Source: an optimization exercise on an open RTL-to-GDS flow (aim: small area, a short achievable clock period and few clock cycles per item). Production flows keep margins and buffers that such runs may drop. At most, simulation tests tie the RTL to the original design; equivalence was not proved. No functional check of the RTL was part of run 1. Power is estimated from default activity; no workload was simulated.

==> flow/design.v (outline; a module is shown in full before it is edited, if it fits) <==
// module lut_eval: 337 lines
// module lut_interp: 101 lines
// module lut_coef_rom: 119 lines
// module lut_master: 69 lines
module lut_master #(parameter data_width = 16) (
		input wire clk,
		input wire reset,
		input wire req,
		input wire [8 - 1 : 0] lut_handle,
		input wire [data_width - 1 : 0] req_arg,
		output wire [data_width - 1 : 0] data_out,
		output reg valid,
		output reg invalid_request
	);
  // ...
==> flow/flow/run.sh <==
#!/bin/bash
# Standard layout, with two changes: the input and output ports are buffered
# by buf_4 cells instead of the delay buffers buffer_ports picks by default,
# and synthesis leaves the adders to abc instead of mapping them to the
# platform's full/half adder cells (the registers are the standard ones).
set -euo pipefail
bash standard.sh "BUFFER_PORTS_ARGS=-buffer_cell sky130_fd_sc_hd__buf_4" "ADDER_MAP_FILE=" finish > make_finish.log 2>&1
==> flow/standard.sh <==
#!/bin/bash
# synth_recipe.tcl (not shown) runs the flow's synth.tcl, then flattens the netlist and writes it again
# the make line also repeats each setting of config.mk as NAME=value (left out here)
make -C /OpenROAD-flow-scripts/flow DESIGN_CONFIG=/design/flow/config.mk WORK_HOME=/design/flow/orfs CLKGATE_MAP_FILE= SYNTH_SCRIPT=/design/flow/synth_recipe.tcl "${@:-finish}"
==> flow/config.mk <==
export PLATFORM = sky130hd
export DESIGN_NAME = lut_master
export DESIGN_NICKNAME = lut_master
export VERILOG_FILES = /design/flow/design.v
export SDC_FILE = /design/flow/constraint.sdc
export NUM_CORES = 4
export LEC_CHECK = 0
export ABC_AREA = 1
export CAP_MARGIN = 20
export CORE_MARGIN = 2
export CORE_UTILIZATION = 45
export PLACE_DENSITY = 0.6
export SETUP_SLACK_MARGIN = 2.0
export SLEW_MARGIN = 20
export SYNTH_MEMORY_MAX_BITS = 70000
==> flow/constraint.sdc <==
create_clock -name core_clock -period 8.0 [get_ports {clk}]
set_input_delay 1.6000 -clock core_clock [delete_from_list [all_inputs] [get_ports {clk}]]
set_output_delay 1.6000 -clock core_clock [all_outputs]
set_load 0.01 [all_outputs]
==> flow_metrics.tcl, run 1 <==
set metrics [dict create \
    status "complete, no violations" \
    critPathBufInv 3 \
    crit_top_cell "nand2_1" \
    cts_setup_buffers 4 \
    dpl_worst_slack_ps 1790 \
    cts_resized 1 \
    fin_crit_sh_pct 71.8 \
    syn_area_um2 12700 \
    final_area_um2 13600 \
    synth_ff_type "dfxtp_1" \
    portBuffers 44 \
    synth_top_cells_by_count "nand2_1 (1,066), nand3_1 (281), inv_1 (237), nor2_1 (229), o21ai_0 (112)" \
    synth_area_leader_cell "nand2_1" \
    multi_input_area_um2 10700 \
    area_delta_synth_final_pct 6.91 \
    critPathSlowestCell "nor2_1" \
    buffer_area_share_pct 3.86 \
    die_h_um 172 \
    cellPowerDensity_nw_per_um2 402 \
    synth_warnings 3 \
    clock_skew_ps 0.0208 \
    hold_class "reg -> reg" \
    dp_cells 2932 \
    drv_cap 0 \
    rsz0062_at_grt "no" \
    largest-register "ya_r" \
    antenna_cells 0 \
    met1_usage_pct 46.2 \
    dieArea_um2 29700 \
    max-clock-path-buffers 2 \
    synth.area.mux_share_pct 0 \
    multi_input_area_share_pct 78.2 \
    post-route-util_pct 48.9 \
    finalWirelength_mm 52.3 \
]
==> module lut_master, before the edit <==
module lut_master #(parameter data_width = 16) (
		input wire clk,
		input wire reset,
		input wire req,
		input wire [8 - 1 : 0] lut_handle,
		input wire [data_width - 1 : 0] req_arg,
		output wire [data_width - 1 : 0] data_out,
		output reg valid,
		output reg invalid_request
	);
	wire handle_ok = (lut_handle[8 - 1 : 1] == 0);
	wire is_tanh   = lut_handle[0];
	always @(posedge clk) begin
		if (reset) begin
			invalid_request <= 0;
			valid <= 0;
		end
		else begin
			if (req && !handle_ok)
				invalid_request <= 1;
			valid <= req && handle_ok && !invalid_request;
		end
	end
	wire       mirror = is_tanh ? req_arg[15] : req_arg[13];
	wire       neg    = is_tanh ? req_arg[15] : req_arg[14];
	wire [9:0] pair_a = (is_tanh ? req_arg[14:5] : {1'b0, req_arg[12:4]}) ^ {10{mirror}};
	wire [3:0] frac   = is_tanh ? req_arg[4:1] : req_arg[3:0];
	wire [22:0] k;
	wire [13:0] c1;
	wire [5:0]  c2;
	wire [15:0] ya, yb;
	wire        c7;
	wire [7:0]  dh;
	wire        e;
	lut_coef_rom coef (.is_tanh(is_tanh), .sa(req_arg[12:8] ^ {5{req_arg[13]}}), .ta(req_arg[14:9] ^ {6{req_arg[15]}}), .k(k), .c1(c1), .c2(c2));
	lut_eval eval (
		.k(k), .c1(c1), .c2(c2),
		.is_tanh(is_tanh),
		.xs({req_arg[13], req_arg[7:4]}),
		.xt({req_arg[15], req_arg[8:5]}),
		.mirror(mirror),
		.neg(neg),
		.ya(ya), .yb(yb), .c7(c7), .dh(dh), .e(e)
	);
	reg [15:0] ya_r, yb_r;
	reg        c7_r;
	reg [7:0]  dh_r;
	reg        e_r;
	reg [3:0]  frac_r;
	reg        mirror_r;
	reg        neg_r;
	always @(posedge clk) begin
		ya_r     <= ya;
		yb_r     <= yb;
		c7_r     <= c7;
		dh_r     <= dh;
		e_r      <= e;
		frac_r   <= frac;
		mirror_r <= mirror;
		neg_r    <= neg;
	end
	lut_interp interp (
		.ya(ya_r), .yb(yb_r), .c7(c7_r), .dh(dh_r), .e(e_r),
		.frac(frac_r),
		.mirror(mirror_r),
		.neg(neg_r),
		.interpolated(data_out)
	);
endmodule
==> run 2, diff against run 1 <==
--- a/flow/design.v
+++ b/flow/design.v
@@ -587,3 +587,2 @@
 	wire       neg    = is_tanh ? req_arg[15] : req_arg[14];
-	wire [9:0] pair_a = (is_tanh ? req_arg[14:5] : {1'b0, req_arg[12:4]}) ^ {10{mirror}};
 	wire [3:0] frac   = is_tanh ? req_arg[4:1] : req_arg[3:0];
@@ -596,3 +595,8 @@
 	wire        e;
-	lut_coef_rom coef (.is_tanh(is_tanh), .sa(req_arg[12:8] ^ {5{req_arg[13]}}), .ta(req_arg[14:9] ^ {6{req_arg[15]}}), .k(k), .c1(c1), .c2(c2));
+	lut_coef_rom coef (
+		.is_tanh(is_tanh),
+		.sa(req_arg[12:8] ^ {5{req_arg[13]}}),
+		.ta(req_arg[14:9] ^ {6{req_arg[15]}}),
+		.k(k), .c1(c1), .c2(c2)
+	);
 	lut_eval eval (
==> run 2 against run 1 <==
Still clean on timing, DRC and antenna. Sequential cell count stayed put. Clock skew hardly changed. Via count increased by 1.4%. Count of clock-buffer cells in the layout unchanged. Die area increased by 2.9%. Combinational power increased by 11%. Largest cell class unchanged.
==> flow_metrics.tcl, run 2 <==
set metrics [dict create \
    status "complete, no violations" \
    post-route-min-period_ps 5670 \
    layout_commonest_cell "nand2_1" \
    switching_power_mw 3.55 \
    synth_ff_type "dfxtp_1" \
    insertion_delay_ps 300 \
    clock_skew_ps 0.0441 \
    multi_input_area_um2 10900 \
    area_delta_synth_final_pct 6.86 \
    vias 16913 \
    hold_violations 0 \
    die_h_um 175 \
    final_area_um2 14000 \
    final-setup-viol-count 0 \
    antenna_found_initial 0 \
    core_area_um2 28700 \
    io_pins 45 \
    clkSinkCount 41 \
    cts_tree "yes" \
    drtAntennaViolNets 0 \
    n_fill_cell 3199 \
    p_int_mw 2.50 \
    max_freq_mhz 176 \
    worst-setup-path-type "in -> reg" \
    cellPowerDensity_nw_per_um2 431 \
    whs_ps 481 \
    synth_area_leader_cell "nand2_1" \
    dpl_worst_slack_ps 1900 \
    clkPwrFrac_pct 4.5 \
    ys_seq_elements 41 \
    synth_area_leaders "nand2_1 (31%), nand3_1 (11%), inv_1 (6.9%)" \
    yosysUniqueCellTypes 66 \
    synth_seq_area_share_pct 6.25 \
    firstDrtPassIters 7 \
    p_seq_share_pct 5.7 \
    worstPathArrival_ps 5920 \
    fin_setup_tns_ps 0 \
    setup_slack_ps 2330 \
    finalWirelength_mm 53.6 \
    clk_pin_slew_ps 70 \
    grt_use_total_pct 34.4 \
    synthCells 2614 \
    register_area_um2 823 \
    portBuffers 44 \
    antenna_cells 0 \
    nNetsFinal 2647 \
    grt-ovfl-total 0 \
    drv_cap 0 \
    rsz0062_at_grt "no" \
    peakVddDrop_v 0.000344 \
    fp.dieW_um 175 \
    drtIter0Drc 1838 \
    grt_pass1_vias 15516 \
    place_area_um2 13600 \
    synth_warnings 3 \
    syn_area_per_cell_um2 5.02 \
    switching_share_pct 58.6 \
    num_rows 62 \
    yosysMostFrequentCell "nand2_1" \
    leakagePower_nw 7.91 \
    layout_common_cells "nand2_1 (1,068), nand3_1 (291), inv_1 (242), nor2_1 (225), xor2_1 (86)" \
    hpwl_mm 43.8 \
    synth_top_cells_by_count "nand2_1 (1,078), nand3_1 (294), inv_1 (242), nor2_1 (231), xor2_1 (88)" \
    drc_errors 0 \
    slew_violations 0 \
    syn_area_um2 13100 \
    synth.net_count 2641 \
    ctsHtreeMaxLevel 2 \
    grt_max_degree 58 \
    initial_core_util_pct 45.7 \
    cts_buffers 5 \
    wl_per_cell_um 17.8 \
    max_slew.worst_pin.slew_ps 987 \
    largest_reg_flops 16 \
    crit_fanout 28 \
    ys_async_sr_fraction_pct 0 \
    cp-start-kind "primary input" \
    gp_congestion 1.02 \
    clockRootBuffer "clkbuf_16" \
    largest-register "ya_r" \
    hold_class "reg -> reg" \
    viasPerCell 5.63 \
    grt_pass1_wl_mm 82.6 \
    worstSetupEndpointType "flop" \
    synth.top_cell.area_share_pct 30.8 \
    worstPathRequired_ps 8250 \
    relSlewSlack_pct 33.5 \
    synth_enable_flop_cells 0 \
    max-clock-path-buffers 2 \
    power_frac_comb_pct 89.8 \
    fin_crit_sh_pct 70.9 \
    dieArea_um2 30500 \
    drive_gt1_share_pct 10.1 \
]
[run 2: changes by cell type in the layout (fill, tap and decap cells not counted), moves of 6 or more]
cell,delta
nand4_1,+9
or2_2,-9
o31ai_1,+7
xor2_1,-10
o21ai_0,-33
nand2_1,+11
o21ai_1,+11
a21oi_1,+13
inv_1,+9
nand2_2,+7
nand3_1,+11
a31oi_1,-6
inv_2,+16
[run 2: kinds of logic after synthesis]
family                   count (synthesis)  synth area share, %
buffers and inverters                  357                 11.6
flip-flops                              41                 6.25
adder cells (fa/ha/maj)                  1               0.0763
XOR/XNOR                               152                 11.3
AO/OA/AOI/OAI                          285                 13.0
AND/OR/NAND/NOR                       1778                 57.7
[run 2: per-layer routing]
metal	share of wire, %	vias to the layer above	global-route usage, %	wire length [µm]
li1	-	8341	-	-
met1	43	7683	45.0	23000
met2	43	755	54.6	23100
met3	10	134	8.12	5430
met4	3.9	0	13.1	2070
met5	0	-	0	0
[run 2: power by group through the flow]
stage	clock (mW)	sequential [mW]	combinational, mW
after detailed placement	0	0.347	5.05
after global placement	0	0.345	4.94
after global routing	0.285	0.354	6.05
after CTS	0.278	0.343	5.07
after floorplan	0	0.334	3.75
final	0.273	0.344	5.43
[run 2: what timing repair did]
item                                    in CTS  in global routing
hold buffers                                 0                  0
buffers inserted                             0                  5
endpoints found under the setup margin      11                 23
resized for setup                            2                 41
pin swaps                                    0                  6
[run 2: worst paths after layout]
check / from / end / slack, ps / depth (start not counted)
setup / recovery: req_arg[15] / dh_r[7]$_DFF_P_ / 2330 / 28
hold / removal: invalid_request$_SDFFE_PP0P_ / invalid_request$_SDFFE_PP0P_ / 480 / 2
setup reg to reg: invalid_request$_SDFFE_PP0P_ / valid$_SDFF_PP0_ / 7350 / 3
hold reg to reg: invalid_request$_SDFFE_PP0P_ / invalid_request$_SDFFE_PP0P_ / 480 / 2
[run 2: layout make-up]
type,instances,area share [%]
clock buffer,5,0.892
tap,384,3.43
clock inverter,3,0.491
inverter,288,7.75
timing repair buffer,68,3.69
sequential,41,5.87
multi-input combinational,2216,77.9
[run 2: worst max-delay path, stage by stage]
cell and delay, ps:
buf_4 260, inv_2 130, nand2_1 80, nand2_1 80, clkinv_2 360, buf_4 310
nand3_1 240, a32oi_1 390, a21oi_1 160, nand2_1 270, inv_2 60, o21ai_1 100
nand2_1 70, nand2_1 100, nand2_1 60, nand2_1 100, nand2_1 60, nand2_1 90
nand2_1 60, nand2_1 80, nand2_1 50, nand2_1 110, xor2_1 170, nor3b_1 370
nand3_1 230, nand2_1 150, nand2_1 60, nor2_1 90
[run 2: per-stage QoR]
stage               instances  utilization [%]  power, mW
CTS                      3000             48.2       5.69
global route             3005             48.9       6.69
detailed placement       2992             47.5       5.40
finish                   3005             48.9       6.05
global placement         2992             47.5       5.28
floorplan                2614                -       4.08
Testbench counts of run 2, summed over its fixed seeds: cycles 12,008, items 12,000.

[separate check: timing with driven ports]
The results above use ideal ports. As a check the final layouts listed here were re-extracted and re-timed, cells and wires unchanged. Step 1: set_driving_cell puts a clkbuf_16 on clk and a buf_2 on each other input, an assumption about the parent block. Step 2 also shifts input and output timing later by t, the mid clock arrival at the registers, as if the neighbouring blocks saw the same clock. a / b / c = ideal ports / drivers / drivers and shift; a / b = the first two.
run | shift t [ns] | setup slack, ns | worst setup path at the end | cell pins on the clock port's net
run 1 | 0.327 | 2.254 / 2.274 / 1.947 | input to register | 1
run 2 | 0.350 | 2.327 / 2.311 / 2.001 | input to register | 1
After both steps every run listed still meets setup and hold. For run 2, which loses most, drivers alone change the setup slack by -0.016 ns; drivers and shift together by -0.326 ns.
